This design comes from an exercise in tuning for small area, a short achievable clock period and few clock cycles on the open sky130 flow, not from production work. RTL that was checked went through simulation tests only; none was proved equivalent to the original. No functional check of the RTL was part of runs 3 to 6. Power and IR drop assume default switching activity.

===== flow/design.v =====
module Integrate(
input clock,
input reset,enter,
input [7:0]Nin,
input prog_we,
input [4:0]prog_addr,
input [7:0]prog_data,
output halt,
output [7:0]Nout,
output inwait
);
reg [7:0] mem [0:31];
reg [4:0] FA;       
reg [4:0] OA;       
reg [7:0] IR;       
reg       iok;      
reg [7:0] XI;       
reg       vX;       
reg [7:0] OPR;      
reg       tk;       
reg       df;       
reg       ok;       
reg       inr;      
reg       started;  
reg [7:0] A;
reg       Z;        
wire [2:0] xop = XI[7:5];
wire [4:0] xa  = XI[4:0];
reg       halt_r, inwait_r;
assign halt   = halt_r;
assign inwait = inwait_r;
assign Nout   = A;
wire stall  = vX & ((xop == 3'd7) | ((xop == 3'd4) & ~(enter & started)));
wire xstore = vX & (xop == 3'd1) & reset;
reg [7:0] An;
reg       Zn;
wire [7:0] axo = A ^ OPR;
wire [7:0] aor = A | OPR;
wire       sum0 = (axo == {aor[6:0], 1'b0});
function [4:0] inc5;
	input [4:0] x;
	inc5 = {x[4] ^ (&x[3:0]), x[3] ^ (&x[2:0]), x[2] ^ (&x[1:0]), x[1] ^ x[0], ~x[0]};
endfunction
wire       xas = vX & ((xop == 3'd2) | (xop == 3'd3));
wire       xin = vX & (xop == 3'd4);
wire       xld = vX & (xop == 3'd0);
reg        Sf;
always @* begin
	Sf = A[7];
	if (vX)
		case (xop)
		3'd0: Sf = OPR[7];
		3'd4: Sf = Nin[7];
		default: ;
		endcase
end
always @* begin
	An = A;
	Zn = Z;
	if (vX)
		case (xop)
		3'd0: begin An = OPR; Zn = (OPR == 8'd0); end
		3'd2: begin An = A + OPR; Zn = sum0; end
		3'd3: begin An = A - OPR; Zn = (A == OPR); end
		3'd4: if (enter & started) begin An = Nin; Zn = (Nin == 8'd0); end
		default: ;
		endcase
end
wire [7:0] Oi    = tk ? OPR : IR;
wire       vO    = tk | iok;
wire       hzn   = vO & (Oi[7:5] == 3'd1) & (Oi[4:0] == FA);
wire       tkn   = vO & ~xas & (((Oi[7:5] == 3'd5) & ~xin & ~xld & Z) | ((Oi[7:5] == 3'd6) & ~Sf));
wire       dfn   = vO & ((xas & ((Oi[7:5] == 3'd5) | (Oi[7:5] == 3'd6))) | ((xin | xld) & (Oi[7:5] == 3'd5)));
wire       mis   = df & ((xop == 3'd5) ? Z : ~A[7]);
wire [4:0] FAn   = tkn ? inc5(Oi[4:0]) : (hzn ? FA : inc5(FA));
wire       wr0 = prog_we && prog_addr == 5'd0;
wire [7:0] w0 = wr0 ? prog_data : mem[0];
wire [7:0] w1 = (prog_we && prog_addr == 5'd1) ? prog_data : mem[1];
wire       cap = prog_we && inr && prog_addr == xa;
wire       ok_n = ~wr0 & (cap | (ok & inr));
wire [7:0] opr_p = cap ? prog_data : OPR;
wire       tk_p = ok_n & ((xop == 3'd5) | (xop == 3'd6));
wire       hz_p = ok_n & (xop == 3'd1) & (xa == 5'd1);
wire [7:0] rdO   = mem[OA];
wire [7:0] rdF   = mem[FA];
wire       fwdO  = xstore && xa == OA;
wire       fwdF  = xstore && xa == FA;
wire       go    = reset & ~mis & ~stall;    
wire       ld    = ~reset;                   
wire       keep  = reset & ~go;              
wire [7:0] IR_d  = (rdF & {8{go & ~fwdF}}) | (A & {8{go & fwdF}})
                 | ((ok_n ? w1 : w0) & {8{ld}}) | (IR & {8{keep}});
wire [7:0] OPR_d = (rdO & {8{go & ~fwdO}}) | (A & {8{go & fwdO}})
                 | (opr_p & {8{ld}}) | (OPR & {8{keep}});
wire [4:0] OA_p  = tk_p ? opr_p[4:0] : ok_n ? w1[4:0] : w0[4:0];
wire       aO    = go & tkn & ~fwdO;
wire       aF    = go & ~tkn & ~fwdF;
wire       aA    = go & (tkn ? fwdO : fwdF);
wire [4:0] OA_d  = (rdO[4:0] & {5{aO}}) | (rdF[4:0] & {5{aF}}) | (A[4:0] & {5{aA}})
                 | (OA_p & {5{ld}}) | (OPR[4:0] & {5{reset & mis}}) | (OA & {5{reset & ~mis & stall}});
wire [4:0] waddr = prog_we ? prog_addr : xa;
wire [7:0] wdata = prog_we ? prog_data : A;
always @(posedge clock)
	if (prog_we | xstore)
		mem[waddr] <= wdata;
always @(posedge clock) begin
	inr <= ~reset;
	IR <= IR_d;
	OPR <= OPR_d;
	OA <= OA_d;
	if (!reset) begin
		ok <= ok_n;
		XI <= w0;
		vX <= ok_n;
		iok <= ~hz_p;
		tk <= tk_p;
		df <= 1'b0;
		FA <= tk_p ? inc5(xa) : (ok_n & ~hz_p) ? 5'd2 : 5'd1;
	end else if (mis) begin
		vX <= 1'b0;
		df <= 1'b0;
		tk <= 1'b1;
		iok <= 1'b1;
		FA <= inc5(xa);
	end else if (!stall) begin
		XI <= Oi;
		vX <= vO;
		iok <= ~hzn;
		tk <= tkn;
		df <= dfn;
		FA <= FAn;
	end
end
always @(posedge clock, negedge reset) begin
	if (!reset) begin
		started <= 1'b0;
		halt_r <= 1'b0;
		inwait_r <= 1'b0;
		A <= 8'd0;
		Z <= 1'b1;
	end else begin
		started <= 1'b1;
		if (mis) begin
			halt_r <= 1'b0;
			inwait_r <= 1'b0;
		end else if (stall) begin
			halt_r <= vX & (xop == 3'd7);
			inwait_r <= vX & (xop == 3'd4);
		end else begin
			halt_r <= vO & (Oi[7:5] == 3'd7);
			inwait_r <= vO & (Oi[7:5] == 3'd4);
		end
		A <= An;
		Z <= Zn;
	end
end
endmodule

===== flow/flow/run.sh =====
#!/bin/bash
# The standard layout, with two resizer settings changed: gates may be resized
# to any drive strength (not only within one footprint), and the port buffers
# are plain buf_2 cells.  Each tool's output is in the ORFS logs under orfs/;
# make's own output goes to standard.log.
bash standard.sh MATCH_CELL_FOOTPRINT=0 "BUFFER_PORTS_ARGS=-buffer_cell sky130_fd_sc_hd__buf_2" finish > standard.log 2>&1

===== flow/standard.sh =====
#!/bin/bash
# synth_recipe.tcl (not shown) runs the flow's synth.tcl, then flattens the netlist and writes it again
# the make line also repeats each setting of config.mk as NAME=value (left out here)
make -C /OpenROAD-flow-scripts/flow DESIGN_CONFIG=/design/flow/config.mk WORK_HOME=/design/flow/orfs CLKGATE_MAP_FILE= SYNTH_SCRIPT=/design/flow/synth_recipe.tcl "${@:-finish}"

===== flow/config.mk =====
export PLATFORM = sky130hd
export DESIGN_NAME = Integrate
export DESIGN_NICKNAME = Integrate
export VERILOG_FILES = /design/flow/design.v
export SDC_FILE = /design/flow/constraint.sdc
export NUM_CORES = 4
export LEC_CHECK = 0
export CAP_MARGIN = 20
export CORE_MARGIN = 2
export CORE_UTILIZATION = 40
export CTS_CLUSTER_DIAMETER = 100
export CTS_CLUSTER_SIZE = 26
export SETUP_SLACK_MARGIN = 2.6
export SLEW_MARGIN = 20

===== flow/constraint.sdc =====
create_clock -name core_clock -period 5.0 [get_ports {clock}]
set_input_delay 1.0000 -clock core_clock [delete_from_list [all_inputs] [get_ports {clock}]]
set_output_delay 1.0000 -clock core_clock [all_outputs]
set_load 0.01 [all_outputs]

==> results of run 1 <==
[registers in the layout, summed over array words and instances (netlist names), 5 cells and up, named ones only]
name	cells
FA	5
OA	5
XI	8
OPR	8
IR	8
mem	256
A	8
[logic make-up (layout without fill, tap and decap cells)]
logic type	count (synthesis)	count (layout)	synth area share
muxes	212	212	0.221
other	1	1	0.000221
xor gates and xnor gates	39	39	0.0201
AOI/OAI and AO/OA	224	224	0.0912
adders and majority gates	30	30	0.0230
and+or+nand+nor	297	297	0.0824
buffers and inverters	110	222	0.0287
DFF	313	313	0.533
[where the power goes]
part	internal, mW	total, mW	switching (mW)
logic	2.56	5.77	3.21
registers	3.24	3.65	0.411
clock network	0.603	1.47	0.865
total	6.40	10.9	4.49
[routing by layer]
metal | GRT usage | routed length (um)
met2 | 0.389 | 25000
met3 | 0.0399 | 4530
met1 | 0.358 | 23000
met4 | 0.0775 | 1920
met5 | 0 | 0
[what timing repair did]
item | 4_1_cts | 5_1_grt
cloned | 1 | 0
pin swaps | 43 | 27
resized for setup | 122 | 53
setup buffers | 74 | 33
setup endpoints to repair | 319 | 174
hold buffers | 0 | 0
endpoints found under the hold margin | 0 | 0
[path summary, 6_finish.rpt]
check / to / slack [ps] / cells after the start
min in group core_clock: IR[0] / 490 / 2
max in group asynchronous: Z / 4370 / 1
min reg2reg: IR[0] / 490 / 2
max reg2reg: IR[4] / 2470 / 8
min: inwait_r / 350 / 1
max: IR[2] / 2450 / 8
[placed cells by master, fill, tap and decap left out, types with 12 or more instances in the layout]
cell type	count
mux2_2	16
nor2b_1	12
xor2_1	17
nand3_1	24
nor2_4	35
ha_1	25
nand2_1	78
mux4_2	129
dfxtp_1	17
buf_2	28
buf_4	94
o21ai_0	30
mux2i_1	55
xnor2_1	21
clkbuf_16	17
nor2_1	58
inv_1	27
a21oi_1	20
edfxtp_1	273
buf_12	29
a22oi_1	30
[cell type report]
| class | count | area share |
|---|---|---|
| flip-flops and latches | 313 | 0.445 |
| well taps | 539 | 0.0330 |
| multi-input cells | 803 | 0.410 |
| inverters | 34 | 0.00735 |
| clock buffers | 17 | 0.0198 |
| clock inverters | 4 | 0.00220 |
| repair buffers | 167 | 0.0824 |
==> results_dict.tcl, run 1 <==
set metrics [dict create \
    status "no timing/DRC/antenna violations" \
    io_buffers 34 \
    clockBufferDepth 3 \
    drive_above_1_share 0.374 \
    fin_crit_ps 2550 \
    initial_core_util 0.405 \
    async_flop_share 0.0383 \
    synth_area_leaders "edfxtp_1, mux4_2, mux2i_1" \
    path_delay_family "simple AND/OR/NAND/NOR gates" \
    antenna_found_initial 0 \
    maxSlewViolCount 0 \
    fp.dieW_um 210 \
    n_antenna_cell 0 \
    h-tree-depth 1 \
    drc 0 \
    critPathRequiredTime_ps 5420 \
    cts-root-buf "clkbuf_16" \
    maxCapViolCount 0 \
    power.density_mw_per_mm2 533 \
    vias_per_cell 6.30 \
    dp_slack_ps 1230 \
    multi_input_area_mm2 0.00837 \
    ys_ff_latch 313 \
    cts_tree "built" \
    vias 11800 \
    timing.fmax_ghz 0.392 \
    crit_type "input pin to flop" \
    synth_commonest_cells "edfxtp_1, mux4_2, nor2_1" \
    cp_max_fo 8 \
    ys_warn_count 1 \
    post_drt_wl_per_cell_um 29.1 \
    core_mm2 0.0419 \
    finalCoreUtilization 0.487 \
    syn_nets 1281 \
    place_inst 1748 \
    die_y_um 210 \
    row_count 75 \
    cp-end-kind "flop" \
    cpMostUsedCell "buf_8" \
    max-vdd-ir-drop_mv 0.232 \
    hp-class "input pin to asynchronous set/reset pin" \
    grt.overflow.total 0 \
    drt_wl_total_um 54500 \
    synthDistinctLibCells 75 \
    final_area_mm2 0.0204 \
    nets 1390 \
    area_delta_synth_final_pct 20.2 \
    grt_max_degree 40 \
    track_usage 0.249 \
    critPathMaxStageDelay_ps 580 \
    netlist_instances 1226 \
    relSlewSlack 0.390 \
    ys.flop_type "edfxtp_1" \
    start_kind "input pin" \
    synth_edf_count 273 \
    gp_congestion 0.911 \
    dr.pass1.iters 6 \
    finalSetupViolCount 0 \
    power_mw 10.9 \
    dp_hpwl_um 36000 \
    insertion_delay_ps 550 \
    crit_path_cell_trace "buf_8, or4b_4, or3_4, nand2_8, clkinv_8, buf_8, mux2i_1, a221o_1" \
    final_antenna_net_count 0 \
    critPathSlowestCell "or4b_4" \
    ff_latch_area_mm2 0.00910 \
    cts_sinks 313 \
    yosysMostFrequentCell "edfxtp_1" \
    fin_skew_ps 33.6 \
    fin_cells 1877 \
    leakage_nw 6.85 \
    final_hold_viol_count 0 \
    cts_made_buffers 16 \
    first_iter_violations 1619 \
    rsz0062_at_grt "yes" \
    startpoint "prog_addr[4]" \
    boundaryPins 35 \
    critPathBufInv 3 \
    holdWs_ps 346 \
    netlist_area_mm2 0.0170 \
    synth.avg_cell_area_um2 13.9 \
    worstPathArrival_ps 2970 \
    fill_cells 3601 \
    yosysTopAreaCell "edfxtp_1" \
    grt_pass1_wl_um 80400 \
    dieArea_mm2 0.0442 \
    setup_tns_ps 0 \
    grt_pass1_vias 11700 \
    seq_area_frac_synth 0.533 \
    fin_ws_ps 2450 \
    synth_top_area_share 0.482 \
    min_period_over_period 0.510 \
    clk_pin_slew_ps 100 \
    place_area_mm2 0.0181 \
    worst_pin_slew_ps 915 \
]
Testbench counts, summed over its fixed seeds: cycles 11,140.
==> inputs of run 2 (changes only) <==
--- a/flow/config.mk
+++ b/flow/config.mk
@@ -11,4 +11,4 @@
 export CTS_CLUSTER_DIAMETER = 100
 export CTS_CLUSTER_SIZE = 26
-export SETUP_SLACK_MARGIN = 2.6
+export SETUP_SLACK_MARGIN = 2.4
 export SLEW_MARGIN = 20
==> run 2 against run 1 <==
Against the previous run:
- register-to-register slack worse by 30 ps
- design area is 3.5% lower
- non-clock buffer count is 33 lower
- synthesized cell count stayed put
- hold slack worse by 36 ps
- critical path type unchanged
- still clean
- sequential cell count stayed put
- global-route usage is 0.58 points lower
- critical endpoint is now OA[0]
- setup slack worse by 33 ps
- area after synthesis stayed put
- sequential share of layout area is 1.6 points higher
- sequential power is 1% higher
- routed wire length is 2.0% lower
==> results_dict.tcl, run 2 <==
set metrics [dict create \
    status "no timing/DRC/antenna violations" \
    cts_tree "built" \
    netlist_instances 1226 \
    setup_tns_ps 0 \
    clk_pin_slew_ps 100 \
    ys.flop_type "edfxtp_1" \
    regToRegStartpoint "OA[4]" \
    vias_per_cell 6.30 \
    relSlewSlack 0.296 \
    cts_made_buffers 17 \
    initial_core_util 0.405 \
    netlist_area_mm2 0.0170 \
    synthDistinctLibCells 75 \
    maxSlewViolCount 0 \
    cts-root-buf "clkbuf_16" \
    worst_pin_slew_ps 1050 \
    drc 0 \
    yosysTopAreaCell "edfxtp_1" \
    first_iter_violations 1459 \
    worstPathArrival_ps 2990 \
    final_antenna_net_count 0 \
    dr.pass1.iters 7 \
    largest_register "mem" \
    fin_skew_ps 32.8 \
    holdWs_ps 310 \
    n_antenna_cell 0 \
    leakage_nw 6.60 \
    cp_max_fo 7 \
    post_drt_wl_per_cell_um 28.9 \
    start_kind "input pin" \
    crit_type "input pin to flop" \
    dp_slack_ps 1300 \
    layout_commonest_cell "edfxtp_1" \
    synth.avg_cell_area_um2 13.9 \
    clockBufferDepth 3 \
    largest_reg_flops 256 \
    insertion_delay_ps 550 \
    fill_cells 3648 \
    vias 11700 \
    cp-end-kind "flop" \
    final_hold_viol_count 0 \
    antenna_found_initial 0 \
    dieArea_mm2 0.0442 \
    synth_top_area_share 0.482 \
    layout_common_cells "edfxtp_1, mux4_2, nand2_1, buf_4, nor2_1" \
    grt.overflow.total 0 \
    min_period_over_period 0.517 \
    grt_pass1_vias 11400 \
    maxCapViolCount 0 \
    async_flop_share 0.0383 \
    fin_crit_ps 2580 \
    track_usage 0.243 \
    nets 1358 \
    hp-class "input pin to asynchronous set/reset pin" \
    timing.fmax_ghz 0.387 \
    gp_congestion 0.930 \
    dp_hpwl_um 35400 \
    drt_wl_total_um 53500 \
    reg2regPathDepth 7 \
    fp.dieW_um 210 \
    h-tree-depth 1 \
    core_mm2 0.0419 \
    die_y_um 210 \
    syn_nets 1281 \
    synth_commonest_cells "edfxtp_1, mux4_2, nor2_1" \
    boundaryPins 35 \
    rsz0062_at_grt "yes" \
    grt_max_degree 36 \
    yosysMostFrequentCell "edfxtp_1" \
    cts_sinks 313 \
    seq_area_frac_synth 0.533 \
    ys_ff_latch 313 \
    area_delta_synth_final_pct 16.0 \
    grt_pass1_wl_um 78200 \
    regToRegSetupSlack_ps 2440 \
    fin_ws_ps 2420 \
    drive_above_1_share 0.315 \
    finalSetupViolCount 0 \
    critPathRequiredTime_ps 5410 \
    synth_edf_count 273 \
    row_count 75 \
    ys_warn_count 1 \
    max-vdd-ir-drop_mv 0.296 \
    power_mw 10.7 \
    io_buffers 34 \
    power.density_mw_per_mm2 541 \
    synth_area_leaders "edfxtp_1, mux4_2, mux2i_1" \
    r2r_end "OA[4]" \
]
run 2: cell counts after synthesis:
No cell type changed its count.
run 2: how the worst max path moves through the flow:
stage / from / endpoint / slack, ps / depth (start not counted)
2_1_floorplan: prog_we / mem[0][1] / 1930 / 3
3_3_place_gp: prog_we / OA[4] / 1330 / 8
3_5_place_dp: prog_we / OA[4] / 1300 / 8
4_1_cts: flop / IR[4] / 2370 / 8
5_1_grt: prog_addr[0] / flop / 2350 / 8
6_report: prog_addr[4] / OA[0] / 2420 / 8
run 2: worst max-delay path: stages:
cell and delay [ps]:
buf_2 150, or4b_4 600, or3_4 440, buf_4 180
nand3_4 80, nor2_2 110, a221oi_1 280, nand4_1 130
run 2: cells by family (layout without fill, tap and decap cells):
kind of cell | after synthesis | in the layout | synth area share
other | 1 | 1 | 0.000221
buffers and inverters | 110 | 197 | 0.0287
muxes | 212 | 212 | 0.221
AOI/OAI and AO/OA | 224 | 224 | 0.0912
xor gates and xnor gates | 39 | 39 | 0.0201
and+or+nand+nor | 297 | 297 | 0.0824
DFF | 313 | 313 | 0.533
adders and majority gates | 30 | 30 | 0.0230
run 2: final cells by class:
| class | instances | area (um^2) | area share |
|---|---|---|---|
| flip-flops and latches | 313 | 9090 | 0.461 |
| multi-input cells | 803 | 8010 | 0.406 |
| repair buffers | 134 | 1280 | 0.0651 |
| well taps | 539 | 674 | 0.0342 |
| clock buffers | 24 | 452 | 0.0229 |
| inverters | 34 | 138 | 0.00698 |
| clock inverters | 5 | 68.8 | 0.00349 |
run 2: layer usage:
layer | part of all wire | routed length (um) | GRT usage | vias up
li1 | - | - | - | 5031
met5 | 0 | 0 | 0 | -
met3 | 0.079 | 4210 | 0.0381 | 75
met1 | 0.43 | 22800 | 0.346 | 6010
met4 | 0.027 | 1430 | 0.0629 | 0
met2 | 0.47 | 25100 | 0.390 | 554
run 2: stage by stage:
stage          cell area (um^2)  cells  utilization
2_1_floorplan             17200   1226            -
6_report                  19700   1852        0.470
3_5_place_dp              17900   1747        0.427
4_1_cts                   19300   1829        0.460
5_1_grt                   19700   1852        0.470
3_3_place_gp              17900   1747        0.427
run 2: repair_timing:
item	4_1_cts	5_1_grt
pin swaps	15	15
endpoints found under the setup margin	305	230
hold buffers	0	0
buffers inserted	53	23
gates cloned	0	0
resized for setup	48	40
run 2: where the power goes:
group	total [mW]	switching, mW	internal [mW]	leakage (nW)
sequential	3.69	0.456	3.23	2.88
combinational	5.40	3.04	2.36	3.47
clock	1.59	0.918	0.670	0.246
==> inputs of run 3 (changes only) <==
--- a/flow/design.v
+++ b/flow/design.v
@@ -1,2 +1,22 @@
+module lab_dp_pro(
+	input  [7:0] a,
+	input  [7:0] b,
+	input        sub,
+	output       s);
+	wire [6:0] bb = b[6:0] ^ {7{sub}};
+	reg  [6:0] g, p;
+	integer i, j;
+	always @* begin
+		g = a[6:0] & bb;
+		p = a[6:0] | bb;
+		g[0] = g[0] | (p[0] & sub);
+		for (i = 0; i < 3; i = i + 1)
+			for (j = 6; j >= (1 << i); j = j - 1) begin
+				g[j] = g[j] | (p[j] & g[j - (1 << i)]);
+				p[j] = p[j] & p[j - (1 << i)];
+			end
+	end
+	assign s = a[7] ^ b[7] ^ sub ^ g[6];
+endmodule
 module Integrate(
 input clock,
@@ -46,4 +66,6 @@
 wire       xld = vX & (xop == 3'd0);
 reg        Sf;
+wire       sas;      
+lab_dp_pro SGN(.a(A), .b(OPR), .sub(xop[0]), .s(sas));
 always @* begin
 	Sf = A[7];
@@ -51,4 +73,5 @@
 		case (xop)
 		3'd0: Sf = OPR[7];
+		3'd2, 3'd3: Sf = sas;
 		3'd4: Sf = Nin[7];
 		default: ;
@@ -70,6 +93,6 @@
 wire       vO    = tk | iok;
 wire       hzn   = vO & (Oi[7:5] == 3'd1) & (Oi[4:0] == FA);
-wire       tkn   = vO & ~xas & (((Oi[7:5] == 3'd5) & ~xin & ~xld & Z) | ((Oi[7:5] == 3'd6) & ~Sf));
-wire       dfn   = vO & ((xas & ((Oi[7:5] == 3'd5) | (Oi[7:5] == 3'd6))) | ((xin | xld) & (Oi[7:5] == 3'd5)));
+wire       tkn   = vO & (((Oi[7:5] == 3'd5) & ~xas & ~xin & ~xld & Z) | ((Oi[7:5] == 3'd6) & ~Sf));
+wire       dfn   = vO & (xas | xin | xld) & (Oi[7:5] == 3'd5);
 wire       mis   = df & ((xop == 3'd5) ? Z : ~A[7]);
 wire [4:0] FAn   = tkn ? inc5(Oi[4:0]) : (hzn ? FA : inc5(FA));
==> flow/run.sh (new file) <==
#!/bin/bash
# synth_recipe.tcl (not shown) runs the flow's synth.tcl, then flattens the netlist and writes it again
# the make line also repeats each setting of config.mk as NAME=value (left out here)
make -C /OpenROAD-flow-scripts/flow DESIGN_CONFIG=/design/flow/config.mk WORK_HOME=/design/flow/orfs CLKGATE_MAP_FILE= SYNTH_SCRIPT=/design/flow/synth_recipe.tcl finish
--- a/flow/config.mk
+++ b/flow/config.mk
@@ -13,2 +13,3 @@
 export SETUP_SLACK_MARGIN = 2.4
 export SLEW_MARGIN = 20
+export SYNTH_HIERARCHICAL = 1
removed: flow/flow/run.sh
removed: flow/standard.sh
==> run 3 against run 2 <==
Against the previous run:
- critical path type is now flop to flop
- area after synthesis grew 1.5%
- power grew 9.3%
- critical path depth grew 2
- core utilization grew 0.39 points
- final cell count grew 2.2%
- count of clock-buffer cells in the layout grew 1
- register-to-register slack lost 640 ps
- hold slack gained 160 ps
- still clean
- routed wire length grew 1.5%
==> results_dict.tcl, run 3 <==
set metrics [dict create \
    share_comb_of_total_power 0.535 \
    final_area_mm2 0.0203 \
    synthDistinctLibCells 75 \
    relSlewSlack 0.391 \
    reg2regPathDepth 10 \
    p_int_mw 6.87 \
    row_count 76 \
    grt.overflow.total 0 \
    synth.avg_cell_area_um2 14.0 \
    crit_end "OA[3]" \
    critPathRequiredTime_ps 5460 \
    fill_cells 3708 \
    drt_wl_total_um 54300 \
    layout_commonest_cell "edfxtp_1" \
    insertion_delay_ps 560 \
    gp_congestion 0.914 \
    cts_tree "built" \
    synth_edf_count 273 \
    path_delay_family "compound AO/OA/AOI/OAI gates" \
    dp_slack_ps 839 \
    drive_above_1_share 0.336 \
    hp-class "input pin to asynchronous set/reset pin" \
    critPathSlowestCell "dfrtp_4" \
    first_iter_violations 1456 \
    p_clk_frac 0.144 \
    dieArea_mm2 0.0448 \
    startpoint "A[1]" \
    fin_skew_ps 36.3 \
    critPathMaxStageDelay_ps 530 \
    finalSetupViolCount 0 \
    dr.pass1.iters 5 \
    antenna_found_initial 0 \
    core_mm2 0.0428 \
    cts-root-buf "clkbuf_16" \
    die_y_um 212 \
    cp.depth 10 \
    cts_sinks 313 \
    rsz0062_at_grt "yes" \
    grt_pass1_wl_um 79700 \
    area_delta_synth_final_pct 17.5 \
    vias_per_cell 6.32 \
    async_flop_share 0.0383 \
    dp_hpwl_um 35900 \
    clk_pin_slew_ps 110 \
    crit_type "flop to flop" \
    r2r_end "OA[3]" \
    p_switching_mw 4.80 \
    grt_pass1_vias 11800 \
    track_usage 0.246 \
    yosysTopAreaCell "edfxtp_1" \
    grt_max_degree 45 \
    seqPwrFrac 0.321 \
    final_antenna_net_count 0 \
    place_inst 1774 \
    ys.flop_type "edfxtp_1" \
    initial_core_util 0.403 \
    setup_tns_ps 0 \
    drc 0 \
    fp.dieW_um 212 \
    status "no timing/DRC/antenna violations" \
    synth_top_area_share 0.475 \
    fin_ws_ps 1800 \
    synth_commonest_cells "edfxtp_1, mux4_2, nand2_1" \
    seq_area_frac_synth 0.525 \
    largest_register "mem" \
    p_sw_frac 0.411 \
    power.density_mw_per_mm2 575 \
    clockBufferDepth 3 \
    h-tree-depth 1 \
    n_antenna_cell 0 \
    ys_ff_latch 313 \
    netlist_area_mm2 0.0173 \
    cp-end-kind "flop" \
    layout_common_cells "edfxtp_1, mux4_2, buf_4, nand2_1, nor2_1" \
    io_buffers 34 \
    yosysMostFrequentCell "edfxtp_1" \
    ctsHoldBuffers 0 \
    regToRegStartpoint "A[1]" \
    start_kind "flop" \
    place_area_mm2 0.0184 \
    boundaryPins 35 \
    fin_cells 1893 \
    critPathBufInv 0 \
    fin_crit_ps 3200 \
    min_period_over_period 0.641 \
    power_mw 11.7 \
    worstPathArrival_ps 3660 \
    worst_pin_slew_ps 912 \
    cp_max_fo 6 \
    vias 12000 \
    post_drt_wl_per_cell_um 28.7 \
    maxSlewViolCount 0 \
    cts_made_buffers 18 \
    leakage_nw 6.84 \
    maxCapViolCount 0 \
    syn_nets 1285 \
    ys_warn_count 8 \
    timing.fmax_ghz 0.312 \
    final_hold_viol_count 0 \
    synth_area_leaders "edfxtp_1, mux4_2, dfxtp_1" \
    nets 1390 \
    netlist_instances 1230 \
    largest_reg_flops 256 \
    max-vdd-ir-drop_mv 0.257 \
    crit_path_cell_trace "o21a_1, o221ai_2, a32oi_2, a221o_1, a211o_1, a31oi_1, a32oi_1, or3_4, mux2_4, a2111o_1" \
    regToRegSetupSlack_ps 1800 \
]
run 3: changes by cell type after synthesis, moves of 6 or more:
| cell | previous run | this run |
|---|---|---|
| a211oi_1 | 14 | 8 |
| a21oi_1 | 27 | 37 |
| a22o_1 | 4 | 10 |
| a22oi_1 | 37 | 9 |
| a31oi_1 | 9 | 16 |
| buf_2 | 27 | 13 |
| mux2i_1 | 61 | 55 |
| mux4_2 | 129 | 144 |
| nand2_1 | 84 | 92 |
| nor2_1 | 98 | 88 |
| o211ai_1 | 11 | 4 |
| o21ai_0 | 46 | 54 |
run 3: worst reg2reg max path, cell delays in order, from the launching register on:
cell      delay (ps)
dfrtp_4          530
o21a_1           210
o221ai_2         170
a32oi_2          160
a221o_1          340
a211o_1          240
a31oi_1          130
a32oi_1          110
or3_4            470
mux2_4           360
a2111o_1         410
run 3: worst min path at each step:
stage	slack, ps	cells after the start	startpoint	to
global route	480	2	reset	inwait_r
global placement	450	2	IR[1]	IR[1]
finish	470	2	reset	inwait_r
floorplan	440	2	IR[1]	IR[1]
CTS	500	1	IR[0]	IR[0]
detailed placement	460	2	IR[1]	IR[1]
run 3: power groups by stage:
| stage | clock [mW] | combinational, mW | sequential, mW |
|---|---|---|---|
| after detailed placement | 0 | 4.90 | 4.14 |
| after CTS | 1.70 | 5.98 | 3.72 |
| after floorplan | 0 | 3.76 | 3.51 |
| after global placement | 0 | 4.86 | 4.14 |
| final | 1.68 | 6.25 | 3.74 |
| after global routing | 1.79 | 6.61 | 3.77 |
run 3: per-layer routing:
layer | wire length, um | global-route usage | vias to the layer above | share of wire
met2 | 25400 | 0.391 | 556 | 0.47
met5 | 0 | 0 | - | 0
met4 | 1970 | 0.0823 | 0 | 0.036
li1 | - | - | 5103 | -
met1 | 22800 | 0.350 | 6203 | 0.42
met3 | 4100 | 0.0337 | 102 | 0.076
run 3: cell type report:
class / count / area [um^2] / share of cell area
flip-flops and latches: 313 / 9100 / 0.449
multi-input cells: 803 / 8260 / 0.407
repair buffers: 160 / 1480 / 0.0728
well taps: 546 / 683 / 0.0337
clock buffers: 25 / 477 / 0.0235
inverters: 38 / 160 / 0.00790
clock inverters: 7 / 101 / 0.00500
repair inverters: 1 / 16.3 / 0.000802
run 3: kinds of logic (layout without fill, tap and decap cells):
family                   count (synthesis)  count (layout)  synth area share
AO/OA/AOI/OAI                          218             218            0.0848
XOR/XNOR                                41              41            0.0212
adder cells (fa/ha/maj)                 30              30            0.0226
buffers and inverters                  114             231            0.0310
flip-flops                             313             313             0.525
multiplexers                           226             226             0.238
other                                    1               1          0.000217
AND/OR/NAND/NOR                        287             287            0.0775
run 3: metrics by stage:
stage / util / hold WS, ps
global placement: 0.429 / 454
global route: 0.474 / 479
CTS: 0.465 / 498
floorplan: - / 438
detailed placement: 0.429 / 457
finish: 0.474 / 470
run 3: what timing repair did:
action | 4_1_cts | 5_1_grt
pin swaps | 12 | 19
setup endpoints to repair | 321 | 282
buffers inserted | 73 | 13
endpoints found under the hold margin | 0 | 0
cloned | 1 | 0
resized for setup | 118 | 58
run 3: per-module statistics from Yosys (local to each module, per instance):
module      copies in the design  flops+latches  cells
Integrate                      1            313   1187
lab_dp_pro                     1              0     43
==> inputs of run 4 (changes only) <==
--- a/flow/config.mk
+++ b/flow/config.mk
@@ -13,3 +13,2 @@
 export SETUP_SLACK_MARGIN = 2.4
 export SLEW_MARGIN = 20
-export SYNTH_HIERARCHICAL = 1
==> run 4 against run 3 <==
Against the previous run:
- die area decreased by 0.45%
- design area increased by 2.0%
- count of clock-buffer cells in the layout decreased by 9
- still clean on timing, DRC and antenna
- clock skew decreased by 16 ps
- global-route usage decreased by 0.70 points
- critical path depth decreased by 1
- synthesized cell count decreased by 5.0%
- fmax increased by 19%
==> results_dict.tcl, run 4 <==
set metrics [dict create \
    core_mm2 0.0421 \
    grt_pass1_vias 11200 \
    cts_sinks 313 \
    largest_register "mem" \
    grt.overflow.total 0 \
    dieArea_mm2 0.0446 \
    synth_area_leaders "edfxtp_1, mux4_2, dfxtp_1" \
    finalCoreUtilization 0.491 \
    power.density_mw_per_mm2 560 \
    critPathSlowestCell "edfxtp_1" \
    finalSetupViolCount 0 \
    clockBufferDepth 3 \
    rsz0062_at_grt "yes" \
    seq_area_frac_synth 0.528 \
    yosysMostFrequentCell "edfxtp_1" \
    setup_tns_ps 0 \
    cts_made_buffers 16 \
    leakage_nw 6.87 \
    crit_type "flop to flop" \
    cp.depth 9 \
    fin_cells 1809 \
    place_inst 1683 \
    first_iter_violations 1314 \
    track_usage 0.239 \
    synth.avg_cell_area_um2 14.7 \
    layout_commonest_cell "edfxtp_1" \
    io_buffers 34 \
    dp_slack_ps 892 \
    final_hold_viol_count 0 \
    clk_pin_slew_ps 100 \
    crit_path_cell_trace "buf_12, buf_12, clkinvlp_4, a221oi_2, or3_4, a311o_1, and3_4, mux2i_4, o211ai_1" \
    max-vdd-ir-drop_mv 0.278 \
    cp-end-kind "flop" \
    fin_skew_ps 19.8 \
    grt_max_degree 43 \
    layout_common_cells "edfxtp_1, mux4_2, buf_4, nand2_1, nor2_1" \
    async_flop_share 0.0383 \
    yosysTopAreaCell "edfxtp_1" \
    hp-class "input pin to asynchronous set/reset pin" \
    nets 1321 \
    fp.dieW_um 211 \
    ys.flop_type "edfxtp_1" \
    row_count 75 \
    worst_pin_slew_ps 904 \
    start_kind "flop" \
    timing.fmax_ghz 0.370 \
    maxSlewViolCount 0 \
    drt_wl_total_um 53000 \
    min_period_over_period 0.540 \
    path_delay_family "compound AO/OA/AOI/OAI gates" \
    critPathMaxStageDelay_ps 490 \
    grt_pass1_wl_um 77200 \
    insertion_delay_ps 550 \
    fin_ws_ps 2300 \
    cpMostUsedCell "buf_12" \
    ys_warn_count 2 \
    initial_core_util 0.408 \
    final_antenna_net_count 0 \
    worstPathArrival_ps 3130 \
    synthDistinctLibCells 78 \
    critPathBufInv 3 \
    relSlewSlack 0.397 \
    dr.pass1.iters 6 \
    status "no timing/DRC/antenna violations" \
    n_antenna_cell 0 \
    vias 11400 \
    netlist_instances 1168 \
    fin_crit_ps 2700 \
    drc 0 \
    cts_tree "built" \
    maxCapViolCount 0 \
    critPathRequiredTime_ps 5430 \
    antenna_found_initial 0 \
    ys_ff_latch 313 \
    gp_congestion 0.902 \
    reg2regPathDepth 9 \
    die_y_um 211 \
    synth_edf_count 273 \
    netlist_area_mm2 0.0172 \
    drive_above_1_share 0.383 \
    boundaryPins 35 \
    area_delta_synth_final_pct 20.5 \
    dp_hpwl_um 34200 \
    synth_commonest_cells "edfxtp_1, mux4_2, nor2_1" \
    syn_nets 1223 \
    cp_max_fo 8 \
    vias_per_cell 6.32 \
    largest_reg_flops 256 \
    post_drt_wl_per_cell_um 29.3 \
    synth_top_area_share 0.477 \
    h-tree-depth 1 \
    cts-root-buf "clkbuf_16" \
]
-- run 4: cell count changes after synthesis, sizes merged, moves of 8 or more --
cell     delta
o2111ai     +8
mux2i       -9
o22ai      -10
nand2b      -9
nand2      -14
xnor2       +8
a21oi      -13
mux2       -12
o21ai      -27
mux4       +15
buf        +16
clkbuf      -8
-- run 4: area by class of cell --
| type | count | area (um^2) |
|---|---|---|
| Sequential cell | 313 | 9110 |
| Timing Repair Buffer | 163 | 1810 |
| Multi-Input combinational cell | 739 | 8510 |
| Inverter | 33 | 136 |
| Fill cell | 3562 | 21400 |
| Clock inverter | 6 | 51.3 |
| Clock buffer | 16 | 400 |
| Tap cell | 539 | 674 |
-- run 4: kinds of logic (layout without fill, tap and decap cells) --
| group | Yosys count | in the layout | share of synthesized area |
|---|---|---|---|
| buf+inv | 117 | 218 | 0.0316 |
| other cells | 1 | 1 | 0.000218 |
| compound gates | 175 | 175 | 0.0753 |
| mux | 220 | 220 | 0.245 |
| xor+xnor | 49 | 49 | 0.0254 |
| simple gates | 263 | 264 | 0.0718 |
| flops | 313 | 313 | 0.528 |
| fa+ha+maj | 30 | 30 | 0.0227 |
-- run 4: path summary, 6_finish.rpt --
| check | slack [ps] | end | startpoint |
|---|---|---|---|
| worst min-delay path | 370 | inwait_r | reset |
| min in group core_clock | 490 | IR[7] | IR[7] |
| worst max register to register | 2300 | flop | XI[5] |
| max in group asynchronous | 4320 | Z | reset |
| worst max-delay path | 2300 | flop | XI[5] |
| worst min register to register | 490 | IR[7] | IR[7] |
-- run 4: metrics by stage --
step                area (um^2)  power, mW  hold WS (ps)
floorplan                 17600       7.30           428
global placement          18400       8.87           446
detailed placement        18400       8.89           456
CTS                       20000       11.1           373
global route              20700       12.1           382
finish                    20700       11.6           370
-- run 4: per-layer routing --
layer	global-route usage	part of all wire	vias to the layer above
li1	-	-	4887
met1	0.334	0.41	5997
met2	0.389	0.48	472
met3	0.0366	0.069	81
met4	0.0699	0.036	0
met5	0	0	-
-- run 4: what timing repair did --
item                                    CTS  global route
pin swaps                                 9            20
gates cloned                              7             2
resized for setup                       125            78
endpoints found under the setup margin  324           241
setup buffers                            58            37
hold buffers                              0             0
-- run 4: power breakdown --
group          internal (mW)  leakage, nW  switching [mW]
clock                  0.600        0.218           0.873
sequential              3.28         2.87           0.497
combinational           3.05         3.78            3.30
==> inputs of run 5 (changes only) <==
--- a/flow/design.v
+++ b/flow/design.v
@@ -1,21 +1,24 @@
-module lab_dp_pro(
-	input  [7:0] a,
-	input  [7:0] b,
-	input        sub,
-	output       s);
-	wire [6:0] bb = b[6:0] ^ {7{sub}};
-	reg  [6:0] g, p;
-	integer i, j;
-	always @* begin
-		g = a[6:0] & bb;
-		p = a[6:0] | bb;
-		g[0] = g[0] | (p[0] & sub);
-		for (i = 0; i < 3; i = i + 1)
-			for (j = 6; j >= (1 << i); j = j - 1) begin
-				g[j] = g[j] | (p[j] & g[j - (1 << i)]);
-				p[j] = p[j] & p[j - (1 << i)];
-			end
-	end
-	assign s = a[7] ^ b[7] ^ sub ^ g[6];
+module RamReg(
+	input  [255:0] words,
+	input  [4:0]   addr,
+	output [7:0]   q);
+	function [7:0] m4;
+		input [7:0] a, b, c, d;
+		input [1:0] s;
+		m4 = s[1] ? (s[0] ? d : c) : (s[0] ? b : a);
+	endfunction
+	wire [7:0] l1 [0:7];
+	wire [7:0] l2 [0:1];
+	genvar i;
+	generate
+		for (i = 0; i < 8; i = i + 1) begin : g1
+			assign l1[i] = m4(words[32*i +: 8], words[32*i+8 +: 8], words[32*i+16 +: 8],
+			                  words[32*i+24 +: 8], addr[1:0]);
+		end
+		for (i = 0; i < 2; i = i + 1) begin : g2
+			assign l2[i] = m4(l1[4*i], l1[4*i+1], l1[4*i+2], l1[4*i+3], addr[3:2]);
+		end
+	endgenerate
+	assign q = addr[4] ? l2[1] : l2[0];
 endmodule
 module Integrate(
@@ -64,14 +67,11 @@
 wire       xas = vX & ((xop == 3'd2) | (xop == 3'd3));
 wire       xin = vX & (xop == 3'd4);
-wire       xld = vX & (xop == 3'd0);
-reg        Sf;
-wire       sas;      
-lab_dp_pro SGN(.a(A), .b(OPR), .sub(xop[0]), .s(sas));
+reg        Sf, Zf;
 always @* begin
 	Sf = A[7];
+	Zf = Z;
 	if (vX)
 		case (xop)
-		3'd0: Sf = OPR[7];
-		3'd2, 3'd3: Sf = sas;
+		3'd0: begin Sf = OPR[7]; Zf = (OPR == 8'd0); end
 		3'd4: Sf = Nin[7];
 		default: ;
@@ -93,6 +93,6 @@
 wire       vO    = tk | iok;
 wire       hzn   = vO & (Oi[7:5] == 3'd1) & (Oi[4:0] == FA);
-wire       tkn   = vO & (((Oi[7:5] == 3'd5) & ~xas & ~xin & ~xld & Z) | ((Oi[7:5] == 3'd6) & ~Sf));
-wire       dfn   = vO & (xas | xin | xld) & (Oi[7:5] == 3'd5);
+wire       tkn   = vO & ~xas & (((Oi[7:5] == 3'd5) & ~xin & Zf) | ((Oi[7:5] == 3'd6) & ~Sf));
+wire       dfn   = vO & ((xas & ((Oi[7:5] == 3'd5) | (Oi[7:5] == 3'd6))) | (xin & (Oi[7:5] == 3'd5)));
 wire       mis   = df & ((xop == 3'd5) ? Z : ~A[7]);
 wire [4:0] FAn   = tkn ? inc5(Oi[4:0]) : (hzn ? FA : inc5(FA));
@@ -105,6 +105,14 @@
 wire       tk_p = ok_n & ((xop == 3'd5) | (xop == 3'd6));
 wire       hz_p = ok_n & (xop == 3'd1) & (xa == 5'd1);
-wire [7:0] rdO   = mem[OA];
-wire [7:0] rdF   = mem[FA];
+wire [255:0] words;
+genvar gi;
+generate
+	for (gi = 0; gi < 32; gi = gi + 1) begin : gw
+		assign words[8*gi +: 8] = mem[gi];
+	end
+endgenerate
+wire [7:0] rdO, rdF;
+RamReg RDO(.words(words), .addr(OA), .q(rdO));
+RamReg RDF(.words(words), .addr(FA), .q(rdF));
 wire       fwdO  = xstore && xa == OA;
 wire       fwdF  = xstore && xa == FA;
--- a/flow/config.mk
+++ b/flow/config.mk
@@ -13,2 +13,3 @@
 export SETUP_SLACK_MARGIN = 2.4
 export SLEW_MARGIN = 20
+export SYNTH_HIERARCHICAL = 1
==> run 5 against run 4 <==
Against the previous run:
- still clean
- final cell count fell by 3.6%
- sequential power fell by 5%
- register-to-register slack got worse by 120 ps
- clock power barely moved
- area after synthesis fell by 3.3%
- core utilization fell by 0.63 points
==> results_dict.tcl, run 5 <==
set metrics [dict create \
    fin_ws_ps 2180 \
    vias 11000 \
    nets 1263 \
    synth_area_leaders "edfxtp_1, mux4_2, dfxtp_1" \
    maxSlewViolCount 0 \
    async_flop_share 0.0390 \
    grt_pass1_vias 10700 \
    max-vdd-ir-drop_mv 0.301 \
    io_buffers 34 \
    fp.dieW_um 208 \
    dp_hpwl_um 32300 \
    vias_per_cell 6.30 \
    core_mm2 0.0409 \
    hp-class "flop to flop" \
    worst_pin_slew_ps 846 \
    grt_max_degree 42 \
    yosysTopAreaCell "edfxtp_1" \
    cts-root-buf "clkbuf_16" \
    drc 0 \
    synthDistinctLibCells 68 \
    hp-start "IR[0]" \
    n_antenna_cell 0 \
    grt.overflow.total 0 \
    largest_register "mem" \
    worstHoldPathCells 2 \
    first_iter_violations 1435 \
    cts_sinks 308 \
    ys_warn_count 8 \
    row_count 74 \
    min_to "IR[0]" \
    final_hold_viol_count 0 \
    syn_nets 1158 \
    reg2regPathDepth 9 \
    maxCapViolCount 0 \
    final_area_mm2 0.0198 \
    crit_type "flop to flop" \
    holdWs_ps 499 \
    p_clk_frac 0.130 \
    cp_max_fo 6 \
    synth_edf_count 273 \
    track_usage 0.228 \
    ys.flop_type "edfxtp_1" \
    cp-end-kind "flop" \
    drt_wl_total_um 50200 \
    regToRegStartpoint "FA[1]" \
    final_antenna_net_count 0 \
    die_y_um 208 \
    drive_above_1_share 0.362 \
    post_drt_wl_per_cell_um 28.8 \
    synth_top_area_share 0.494 \
    yosysMostFrequentCell "edfxtp_1" \
    p_sw_frac 0.394 \
    p_switching_mw 4.43 \
    clockBufferDepth 3 \
    place_area_mm2 0.0177 \
    fin_cells 1743 \
    leakage_nw 6.58 \
    p_int_mw 6.83 \
    min_period_over_period 0.565 \
    area_delta_synth_final_pct 19.5 \
    fin_crit_ps 2820 \
    place_inst 1631 \
    critPathSlowestCell "mux4_2" \
    clk_pin_slew_ps 110 \
    cpMostUsedCell "mux4_2" \
    layout_common_cells "edfxtp_1, mux4_2, nand2_1, buf_4, nor2_1" \
    cts_tree "built" \
    critPathRequiredTime_ps 5420 \
    antenna_found_initial 0 \
    power_mw 11.3 \
    largest_reg_flops 256 \
    share_comb_of_total_power 0.551 \
    initial_core_util 0.406 \
    fin_skew_ps 47.1 \
    ys_ff_latch 308 \
    setup_tns_ps 0 \
    status "no timing/DRC/antenna violations" \
    dr.pass1.iters 5 \
    timing.fmax_ghz 0.354 \
    synth.avg_cell_area_um2 15.1 \
    netlist_area_mm2 0.0166 \
    h-tree-depth 1 \
    dp_slack_ps 1200 \
    dieArea_mm2 0.0432 \
    power.density_mw_per_mm2 568 \
    regToRegSetupSlack_ps 2180 \
    finalCoreUtilization 0.485 \
    gp_congestion 0.940 \
    boundaryPins 35 \
    insertion_delay_ps 530 \
    seq_area_frac_synth 0.540 \
    cts_made_buffers 16 \
    netlist_instances 1103 \
    grt_pass1_wl_um 73200 \
    r2r_end "OA[1]" \
    start_kind "flop" \
    finalSetupViolCount 0 \
    crit_path_cell_trace "buf_6, buf_12, buf_16, mux4_2, mux4_2, mux2_4, a21oi_2, a21oi_1, a221o_1" \
    seqPwrFrac 0.319 \
    synth_commonest_cells "edfxtp_1, mux4_2, nor2_1" \
    rsz0062_at_grt "yes" \
    worstPathArrival_ps 3240 \
    layout_commonest_cell "edfxtp_1" \
    critPathMaxStageDelay_ps 560 \
    relSlewSlack 0.432 \
]
run 5: critical path, delay by kind of cell, from the launching register on:
family	cells	cell delay, ps
AO/OA/AOI/OAI	3	430
flip-flops	1	450
buffers and inverters	3	430
multiplexers	3	1410
run 5: layout make-up:
| class | instances | area (um^2) |
|---|---|---|
| Clock buffer | 18 | 429 |
| Tap cell | 532 | 666 |
| Inverter | 32 | 128 |
| Timing Repair Buffer | 159 | 1850 |
| Fill cell | 3461 | 21100 |
| Multi-Input combinational cell | 691 | 7740 |
| Sequential cell | 308 | 8980 |
| Clock inverter | 3 | 38.8 |
run 5: kinds of logic (layout without fill, tap and decap cells):
kind of cell	Yosys count	after routing	share of synthesized area
flip-flops	308	308	0.540
AND/OR/NAND/NOR	240	240	0.0668
multiplexers	215	215	0.252
AO/OA/AOI/OAI	164	164	0.0686
buffers and inverters	104	212	0.0279
XOR/XNOR	41	41	0.0216
adder cells (fa/ha/maj)	30	30	0.0235
other	1	1	0.000226
run 5: worst max path at each step:
stage | slack (ps) | end | startpoint | depth (start not counted)
after global placement | 1250 | OA[3] | prog_addr[2] | 8
after global routing | 2100 | IR[6] | FA[1] | 9
after detailed placement | 1200 | OA[2] | prog_addr[2] | 8
final | 2180 | OA[1] | FA[1] | 9
after CTS | 2200 | IR[6] | FA[1] | 9
after floorplan | 1970 | OA[0] | prog_addr[2] | 8
run 5: per-module statistics from Yosys (local to each module, per instance):
| module | cell area, um^2 | cells inside | flops+latches |
|---|---|---|---|
| Integrate | 12600 | 889 | 308 |
| RamReg | 1990 | 107 | 0 |
run 5: metal layers:
layer	wire length, um	GRT usage	up-vias
met5	0	0	-
met4	1710	0.0607	0
met3	4230	0.0336	95
met2	22900	0.355	549
met1	21300	0.335	5695
li1	-	-	4647
run 5: power by group through the flow:
stage          Combinational (mW)  Clock (mW)  Sequential [mW]
3_3_place_gp                 4.83           0             3.87
5_1_grt                      6.54        1.57             3.62
4_1_cts                      5.76        1.49             3.61
3_5_place_dp                 4.85           0             3.86
6_report                     6.21        1.47             3.59
2_1_floorplan                3.70           0             3.42
run 5: timing repair:
item	in CTS	in global routing
setup endpoints to repair	317	302
gates cloned	6	2
hold buffers	0	0
setup buffers	44	39
pin swaps	22	23
resized for setup	114	58
==> inputs of run 6 (changes only) <==
--- a/flow/config.mk
+++ b/flow/config.mk
@@ -11,5 +11,5 @@
 export CTS_CLUSTER_DIAMETER = 100
 export CTS_CLUSTER_SIZE = 26
-export SETUP_SLACK_MARGIN = 2.4
+export SETUP_SLACK_MARGIN = 2.6
 export SLEW_MARGIN = 20
 export SYNTH_HIERARCHICAL = 1
==> run 6 against run 5 <==
Against the previous run:
- still clean on timing, DRC and antenna
- clock power barely moved
- hold slack got worse by 2.7 ps
- die area did not move
- sequential power shrank 1%
- clock skew down 19 ps
- core utilization grew 2.9 points
- fmax increased by 0.95%
- register-to-register slack improved by 30 ps
- non-clock buffer count up 48
- via count increased by 2.8%
- first-iteration DRC count up 7.5%
- critical path type unchanged
==> results_dict.tcl, run 6 <==
set metrics [dict create \
    cts_sinks 308 \
    final_antenna_net_count 0 \
    grt_pass1_vias 11200 \
    netlist_instances 1103 \
    cts_made_buffers 16 \
    clockBufferDepth 3 \
    status "no timing/DRC/antenna violations" \
    finalSetupViolCount 0 \
    relSlewSlack 0.325 \
    layout_commonest_cell "edfxtp_1" \
    io_buffers 34 \
    fin_skew_ps 27.6 \
    final_hold_viol_count 0 \
    maxSlewViolCount 0 \
    n_antenna_cell 0 \
    grt.overflow.total 0 \
    yosysMostFrequentCell "edfxtp_1" \
    fp.dieW_um 208 \
    cts-root-buf "clkbuf_16" \
    dp_hpwl_um 32700 \
    boundaryPins 35 \
    syn_nets 1158 \
    first_iter_violations 1543 \
    track_usage 0.237 \
    netlist_area_mm2 0.0166 \
    initial_core_util 0.406 \
    h-tree-depth 1 \
    synth_edf_count 273 \
    antenna_found_initial 0 \
    worstPathArrival_ps 3220 \
    ys_warn_count 8 \
    row_count 74 \
    nets 1311 \
    place_area_mm2 0.0179 \
    drt_wl_total_um 52300 \
    min_period_over_period 0.559 \
    hp-class "flop to flop" \
    largest_register "mem" \
    ctsHoldBuffers 0 \
    synth_top_area_share 0.494 \
    drive_above_1_share 0.428 \
    yosysTopAreaCell "edfxtp_1" \
    setup_tns_ps 0 \
    timing.fmax_ghz 0.358 \
    holdWs_ps 496 \
    worst_pin_slew_ps 1010 \
    fin_crit_ps 2800 \
    synth_commonest_cells "edfxtp_1, mux4_2, nor2_1" \
    cp_max_fo 7 \
    seq_area_frac_synth 0.540 \
    largest_reg_flops 256 \
    vias_per_cell 6.30 \
    drc 0 \
    gp_congestion 0.953 \
    insertion_delay_ps 530 \
    grt_max_degree 34 \
    synthDistinctLibCells 68 \
    max-vdd-ir-drop_mv 0.268 \
    rsz0062_at_grt "yes" \
    synth.avg_cell_area_um2 15.1 \
    async_flop_share 0.0390 \
    ys_ff_latch 308 \
    layout_common_cells "edfxtp_1, mux4_2, buf_4, nand2_1, buf_12" \
    vias 11300 \
    die_y_um 208 \
    cts_tree "built" \
    crit_type "flop to flop" \
    grt_pass1_wl_um 75800 \
    regToRegSetupSlack_ps 2200 \
    post_drt_wl_per_cell_um 29.2 \
    leakage_nw 7.11 \
    dr.pass1.iters 6 \
    dieArea_mm2 0.0432 \
    start_kind "flop" \
    cp-end-kind "flop" \
    clk_pin_slew_ps 120 \
    power.density_mw_per_mm2 578 \
    critPathRequiredTime_ps 5420 \
    maxCapViolCount 0 \
    final_area_mm2 0.0210 \
    core_mm2 0.0409 \
    synth_area_leaders "edfxtp_1, mux4_2, dfxtp_1" \
    area_delta_synth_final_pct 26.7 \
    ys.flop_type "edfxtp_1" \
]
[run 6: path summary, 6_finish.rpt]
kind	depth (start not counted)	from	endpoint
max in group asynchronous	2	reset	Z
min reg2reg	2	OPR[5]	OPR[5]
max reg2reg	10	FA[1]	IR[7]
min in group asynchronous	2	reset	A[6]
min	2	OPR[5]	OPR[5]
max	10	FA[1]	IR[7]
[run 6: stage by stage]
step	worst slack, ps	total power [mW]	std cells	util
floorplan	1970	7.19	1103	-
global placement	1200	8.75	1618	0.436
detailed placement	1150	8.75	1618	0.436
CTS	2230	11.5	1745	0.494
global route	2140	12.6	1793	0.514
finish	2200	12.2	1793	0.514
[run 6: layer usage]
layer | GRT usage | share of wire | wire (um)
met3 | 0.0362 | 0.083 | 4340
met5 | 0 | 0 | 0
met4 | 0.0692 | 0.035 | 1820
met2 | 0.387 | 0.48 | 25000
met1 | 0.330 | 0.40 | 21100
[run 6: cell families (layout without fill, tap and decap cells)]
family                   Yosys count  after routing  share of synthesized area
buffers and inverters            104            262                     0.0279
flip-flops                       308            308                      0.540
XOR/XNOR                          41             41                     0.0216
AO/OA/AOI/OAI                    164            164                     0.0686
adder cells (fa/ha/maj)           30             30                     0.0235
other                              1              1                   0.000226
AND/OR/NAND/NOR                  240            240                     0.0668
multiplexers                     215            215                      0.252
[run 6: timing repair]
action	in CTS	in global routing
buffers inserted	94	45
cloned	10	3
gates resized for setup	165	80
pin swaps	45	39
setup endpoints to repair	325	308
endpoints found under the hold margin	0	0
[run 6: final cells by class]
cell class	count	area, um^2
flip-flops and latches	308	9000
clock inverters	4	31.3
inverters	32	139
clock buffers	19	454
well taps	532	666
repair buffers	207	2660
multi-input cells	691	8090
fillers	3282	19900
[run 6: per-module statistics from Yosys, one instance, submodules excluded]
module     cell area [um^2]  cells  copies in the design  flip-flops and latches
Integrate             12600    889                     1                     308
RamReg                 1990    107                     2                       0
[run 6: power by group]
part,total [mW],internal (mW),switching (mW)
Sequential,3.54,3.21,0.327
Clock,1.50,0.662,0.840
Combinational,7.11,3.56,3.55
Total,12.2,7.44,4.72
[run 6: worst max-delay path, cell delays in order (launching register included)]
cell and delay (ps):
edfxtp_1 360, buf_6 120, buf_12 150, buf_16 150, buf_12 130, mux4_2 500, mux4_2 550, mux2_4 320
a221oi_2 240, a21o_1 110, o21ai_1 60

[separate check: timing with driven ports]
The flow's constraints put no driver on any port. The routed layouts listed below were extracted and timed again, unchanged, in two steps. Step 1 sets driving cells, clkbuf_16 on the clock port and buf_2 on the other inputs (assumed; they add their load-dependent delay and slew). Step 2, shift: input delay + t, output delay - t, t = (earliest + latest rising clock arrival at the registers) / 2. This alone moves slack from input paths to output paths. a / b / c = ideal / step 1 / step 2; a / b = the first two.
run	shift t [ns]	setup WS [ns]	clock arrival spread, ns	worst data-port slew with drivers (ns)	cell pins on the clock port's net
run 1	0.581	2.448 / 2.285 / 1.704	0.034 / 0.034	0.25	1
run 2	0.591	2.416 / 2.383 / 1.791	0.033 / 0.033	0.12	1
run 3	0.594	1.796 / 1.796 / 1.543	0.038 / 0.038	0.10	1
run 4	0.593	2.298 / 2.298 / 1.782	0.021 / 0.021	0.06	1
run 5	0.563	2.177 / 2.177 / 1.691	0.049 / 0.050	0.06	1
run 6	0.565	2.204 / 2.204 / 1.700	0.028 / 0.028	0.05	1
After both steps setup and hold are still met in every run listed. The setup slack of run 1, which loses most, moves by -0.163 ns with the drivers and by -0.744 ns with both steps.
